Source: an optimization exercise on an open RTL-to-GDS flow (aim: small area). Production flows keep margins and buffers that such runs may drop. Function was checked by simulation only, so behaviour that the tests miss may differ from the original. Power is estimated from default activity; no workload was simulated.

==> flow/design.v <==
`timescale 1ns / 1ps
module TOP_image_and_mouse(
    input clk, reset_p,
    input data,
    input data_clk,
    input RsRx,
    input [0:0] sw,
    output Hsync, Vsync,
    output [3:0] V2M_Red, V2M_Green, V2M_Blue,
    output fb_we,
    output [16:0] fb_waddr,
    output [11:0] fb_wdata,
    output [16:0] fb_raddr,
    input  [11:0] fb_rdata);
    reg [1:0] pc;
    always @(posedge clk or posedge reset_p)
        if (reset_p) pc <= 2'd0;
        else         pc <= pc + 2'd1;
    wire tick = (pc == 2'd1);
    reg [9:0] hc, vc;
    always @(posedge clk or posedge reset_p)
        if (reset_p) hc <= 10'd800;
        else if (tick) hc <= (hc == 10'd802) ? 10'd2 : hc + 10'd1;
    wire vtick = (pc == 2'd3) && (hc == 10'd658);
    always @(posedge clk or posedge reset_p)
        if (reset_p) vc <= 10'd523;
        else if (vtick) vc <= (vc == 10'd524) ? 10'd0 : vc + 10'd1;
    wire h_on = (hc < 10'd642);
    wire v_on = (vc < 10'd480);
    wire disp = h_on && v_on;
    assign Hsync = !((hc >= 10'd658) && (hc <= 10'd753));
    assign Vsync = !((vc == 10'd491) || (vc == 10'd492));
    assign fb_raddr = {(v_on ? vc[8:1] : 8'd0), (h_on ? hc[9:1] : 9'd1)};
    wire px0 = h_on & hc[0];
    reg [11:0] last;
    reg [11:0] temp;      
    always @(posedge clk or posedge reset_p)
        if (reset_p) last <= 12'd0;
        else if (tick && sw[0] && px0) last <= fb_rdata;
    wire [12:0] bc;
    wire [11:0] bs;
    genvar i;
    generate for (i = 0; i < 12; i = i + 1) begin : g_bl
        wire ci = (i % 4 == 0) ? 1'b0 : bc[i];
        assign bs[i] = last[i] ^ fb_rdata[i] ^ ci;
        assign bc[i+1] = (last[i] & fb_rdata[i]) | (ci & (last[i] ^ fb_rdata[i]));
    end endgenerate
    wire [11:0] blend = {bc[12], bs[11:9], bc[8], bs[7:5], bc[4], bs[3:1]};
    always @(posedge clk)
        if (tick) temp <= (sw[0] && !px0) ? blend : fb_rdata;
    reg mc1, mc2;
    always @(posedge clk or posedge reset_p)
        if (reset_p) begin mc1 <= 1'b0; mc2 <= 1'b0; end
        else begin mc1 <= data_clk; mc2 <= mc1; end
    wire mnedge = mc2 & ~mc1;           
    wire mpre   = mc1 & ~data_clk;      
    reg [5:0] mcnt;
    reg f1, f2;
    always @(posedge clk or posedge reset_p)
        if (reset_p) begin mcnt <= 6'd0; f1 <= 1'b0; f2 <= 1'b0; end
        else begin
            if (mcnt == 6'd44) mcnt <= 6'd0;
            else if (mnedge) mcnt <= mcnt + 6'd1;
            f1 <= (mcnt == 6'd44);
            f2 <= f1;
        end
    reg [3:0] fl;         
    reg [7:0] mx, my;     
    wire cap_fl = mpre && (mcnt >= 6'd5)  && (mcnt <= 6'd8);
    wire cap_x  = mpre && (mcnt >= 6'd12) && (mcnt <= 6'd19);
    wire cap_y  = mpre && (mcnt >= 6'd23) && (mcnt <= 6'd30);
    wire jx0 = (mcnt == 6'd12), jx7 = (mcnt == 6'd19);
    wire jy0 = (mcnt == 6'd23), jy7 = (mcnt == 6'd30);
    wire bx = fl[2] ? (jx0 ? 1'b1 : jx7 ? ~fl[0] : fl[0]) : data;
    wire by = fl[3] ? (jy0 ? 1'b1 : jy7 ? ~fl[1] : fl[1]) : data;
    always @(posedge clk) begin
        if (cap_fl) fl <= {data, fl[3:1]};
        if (cap_x)  mx <= {bx, mx[7:1]};
        if (cap_y)  my <= {by, my[7:1]};
    end
    reg [12:0] cx;        
    reg [11:0] cy;        
    wire [13:0] xa = {1'b0, cx}, xb = {{6{mx[7]}}, mx};
    wire [13:0] ya = {2'b0, cy}, yb = ~{{6{my[7]}}, my};
    wire [14:0] xc, yc;
    wire [13:0] nx, ny;
    assign xc[0] = 1'b0;
    assign yc[0] = 1'b1;
    generate for (i = 0; i < 14; i = i + 1) begin : g_mv
        assign nx[i] = xa[i] ^ xb[i] ^ xc[i];
        assign xc[i+1] = (xa[i] & xb[i]) | (xc[i] & (xa[i] ^ xb[i]));
        assign ny[i] = ya[i] ^ yb[i] ^ yc[i];
        assign yc[i+1] = (ya[i] & yb[i]) | (yc[i] & (ya[i] ^ yb[i]));
    end endgenerate
    always @(posedge clk or posedge reset_p)
        if (reset_p) begin cx <= 13'd0; cy <= 12'd0; end
        else if (f2) begin
            if (nx[13]) cx <= 13'd0;
            else if (nx[12] & (nx[11] | nx[10])) cx <= {10'd639, nx[2:0]};
            else cx <= nx[12:0];
            if (ny[13]) cy <= 12'd0;
            else if (ny[11] & ny[10] & ny[9] & ny[8]) cy <= {9'd479, ny[2:0]};
            else cy <= ny[11:0];
        end
    wire [9:0] vx = cx[12:3];
    wire [9:0] vy = {1'b0, cy[11:3]};
    wire [10:0] dxc, dyc;
    wire [9:0] dx, dy;
    assign dxc[0] = 1'b0;
    assign dyc[0] = 1'b1;
    generate for (i = 0; i < 10; i = i + 1) begin : g_cur
        assign dx[i] = hc[i] ^ ~vx[i] ^ dxc[i];
        assign dxc[i+1] = (hc[i] & ~vx[i]) | (dxc[i] & (hc[i] ^ ~vx[i]));
        assign dy[i] = vc[i] ^ ~vy[i] ^ dyc[i];
        assign dyc[i+1] = (vc[i] & ~vy[i]) | (dyc[i] & (vc[i] ^ ~vy[i]));
    end endgenerate
    wire cur = (dx[9:3] == 7'd0) && (dx[2:0] != 3'd0) &&
               (dy[9:3] == 7'd0) && (dy[2:0] != 3'd7);
    reg [11:0] rgb;
    always @(posedge clk or posedge reset_p)
        if (reset_p) rgb <= 12'd0;
        else if (!disp) rgb <= 12'd0;
        else rgb <= cur ? 12'hf00 : temp;
    assign {V2M_Red, V2M_Green, V2M_Blue} = rgb;
    reg rxd;
    wire upre = rxd & ~RsRx;    
    reg run;
    reg [3:0] ph;
    reg [9:0] baud;
    reg [1:0] bcnt;
    wire bwrap = (baud == 10'b0110011001);        
    wire bmid  = (baud == 10'b1000000101);        
    wire [9:0] bnext = {baud[8:0], ~(baud[9] ^ baud[6])};
    always @(posedge clk or posedge reset_p)
        if (reset_p) begin
            rxd <= 1'b0; run <= 1'b0; ph <= 4'd15; baud <= 10'd0; bcnt <= 2'd0;
        end
        else begin
            rxd <= RsRx;
            if (ph == 4'd8) begin
                baud <= 10'b0000000001;
                ph <= 4'd9;
                run <= upre;
                bcnt <= bcnt + 2'd1;
            end
            else if (!ph[3]) begin
                if (bwrap) begin baud <= 10'b0000000011; ph <= ph + 4'd1; end
                else baud <= bnext;
            end
            else begin
                if (ph != 4'd15) ph <= ph + 4'd1;
                if (run) begin
                    if (bwrap) begin baud <= 10'b0000000011; ph <= 4'd0; end
                    else baud <= bnext;
                end
                else if (upre) run <= 1'b1;
            end
        end
    reg [31:0] sh;        
    always @(posedge clk)
        if (!ph[3] && bmid) sh <= {RsRx, sh[31:1]};
    wire x_ok = !sh[9] && !(sh[8] && (sh[7] || sh[6]));
    wire y_ok = !sh[19] && !sh[18] && !(&sh[17:14]);
    assign fb_we    = (ph == 4'd14) && (bcnt == 2'd0) && x_ok && y_ok;
    assign fb_waddr = {sh[17:10], sh[8:0]};
    assign fb_wdata = sh[31:20];
endmodule
==> flow/config.mk <==
export PLATFORM = sky130hd
export DESIGN_NAME = TOP_image_and_mouse
export DESIGN_NICKNAME = TOP_image_and_mouse
export VERILOG_FILES = /design/flow/design.v
export SDC_FILE = /design/flow/constraint.sdc
export NUM_CORES = 4
export LEC_CHECK = 0
export CAP_MARGIN = 20
export CORE_MARGIN = 2
export CORE_UTILIZATION = 40
export SLEW_MARGIN = 20
==> flow/constraint.sdc <==
create_clock -name core_clock -period 10.0 [get_ports {clk}]
set_input_delay 2.0000 -clock core_clock [delete_from_list [all_inputs] [get_ports {clk}]]
set_output_delay 2.0000 -clock core_clock [all_outputs]
set_load 0.01 [all_outputs]
standard.sh (not shown) runs the stock make flow with config.mk's settings and CLKGATE_MAP_FILE= SYNTH_SCRIPT=/design/flow/synth_recipe.tcl, a recipe that flattens the netlist after the stock synthesis.
==> flow/flow/run.sh <==
#!/bin/bash
# Own layout flow: the standard flow (the standard synthesis unchanged),
# with minimum-size port buffers, a clock tree of clkbuf_8 without dummy
# loads, and logic cells downsized before the placement repair.
set -euo pipefail
here=$(pwd)
export BUFFER_PORTS_ARGS="-buffer_cell sky130_fd_sc_hd__buf_1"
export CTS_ARGS="-sink_clustering_enable -repair_clock_nets -buf_list sky130_fd_sc_hd__clkbuf_8 -dont_use_dummy_load"
export PRE_RESIZE_TCL="$here/flow/downsize.tcl"
bash standard.sh synth > "$here/synth.log" 2>&1
bash standard.sh > "$here/layout.log" 2>&1
==> flow/flow/downsize.tcl <==
# Before the placement repair: give every logic cell the smallest drive
# strength of its function; repair_design then fixes any slew, capacitance
# or fanout violation this causes.
set db [ord::get_db]
set block [ord::get_db_block]
set dont_use $::env(DONT_USE_CELLS)
set n 0
foreach inst [$block getInsts] {
  set m [$inst getMaster]
  if { [$m getType] ne "CORE" } { continue }
  set name [$m getName]
  if { ![regexp {^(sky130_fd_sc_hd__[a-z0-9]+)_([0-9]+)$} $name -> base ds] } { continue }
  set best $name
  set barea [expr { [$m getWidth] * [$m getHeight] }]
  foreach d {0 1 2 4 6 8 12 16} {
    set cand "${base}_$d"
    if { $cand eq $name || [lsearch -exact $dont_use $cand] >= 0 } { continue }
    set cm [$db findMaster $cand]
    if { $cm eq "NULL" } { continue }
    set a [expr { [$cm getWidth] * [$cm getHeight] }]
    if { $a < $barea } { set best $cand; set barea $a }
  }
  if { $best ne $name } {
    replace_cell [$inst getName] $best
    incr n
  }
}
puts "downsize: $n cells downsized"
The first run finished clean.
==> next run, changes <==
==> flow/flow/run.sh (replaced) <==
#!/bin/bash
# Own layout flow: the standard flow (standard synthesis unchanged), with
# minimum-size port buffers and a clock tree of small buffers without dummy loads.
set -euo pipefail
export BUFFER_PORTS_ARGS="-buffer_cell sky130_fd_sc_hd__buf_1"
export CTS_ARGS="-sink_clustering_enable -repair_clock_nets -buf_list sky130_fd_sc_hd__clkbuf_8 -dont_use_dummy_load"
bash standard.sh synth > synth.log 2>&1
bash standard.sh > layout.log 2>&1
removed: flow/flow/downsize.tcl
=> Final cell count stays flat. Routed wire length goes up by about 0.6%. Total power stays flat. Setup slack loses 0.060 ns. Critical path depth does not change. First-iteration DRC count went up by about 10%. Clock power is about the same. Utilization is higher by 0.21 points.
==> next run, changes <==
==> flow/run.sh (new file) <==
#!/bin/bash
# synth_recipe.tcl (not shown) runs the flow's synth.tcl, then flattens the netlist and writes it again
# the make line also repeats each setting of config.mk as NAME=value (left out here)
make -C /OpenROAD-flow-scripts/flow DESIGN_CONFIG=/design/flow/config.mk WORK_HOME=/design/flow/orfs CLKGATE_MAP_FILE= SYNTH_SCRIPT=/design/flow/synth_recipe.tcl finish
removed: flow/flow/run.sh
removed: flow/standard.sh
Outcome: Critical path depth does not change; clock skew shrinks by 0.018 ns; cell area grows by 9.2%; global-route usage stays flat; total power grows by 23%; count of clock-buffer cells in the layout grows by 4; wire length is about the same; setup slack gets better by 0.13 ns; utilization grows by 4.1 points; sequential share of layout area shrinks by 4.2 points.

==> what the ideal ports hide <==
The flow's constraints put no driver on any port. The routed layouts listed below were extracted and timed again, unchanged, in two steps.
Step 1, drivers: a clkbuf_16 drives clk and a buf_2 each remaining input, both assumed.
Step 2 times the ports against the registers' clock, not the clock port: input delays grow and output delays shrink by t, the midpoint of the rising clock arrivals with the driver on.
Three values: no drivers, after step 1, after step 2; two values: the first two.
run | t (ns) | setup WS [ns] | worst data-port slew with drivers (ns)
the first run | 0.472 | 4.624 / 4.624 / 4.624 | 0.05
the second run | 0.470 | 4.564 / 4.564 / 4.564 | 0.05
the third run | 0.465 | 4.694 / 4.694 / 4.694 | 0.05
After both steps setup and hold are still met in every run listed.
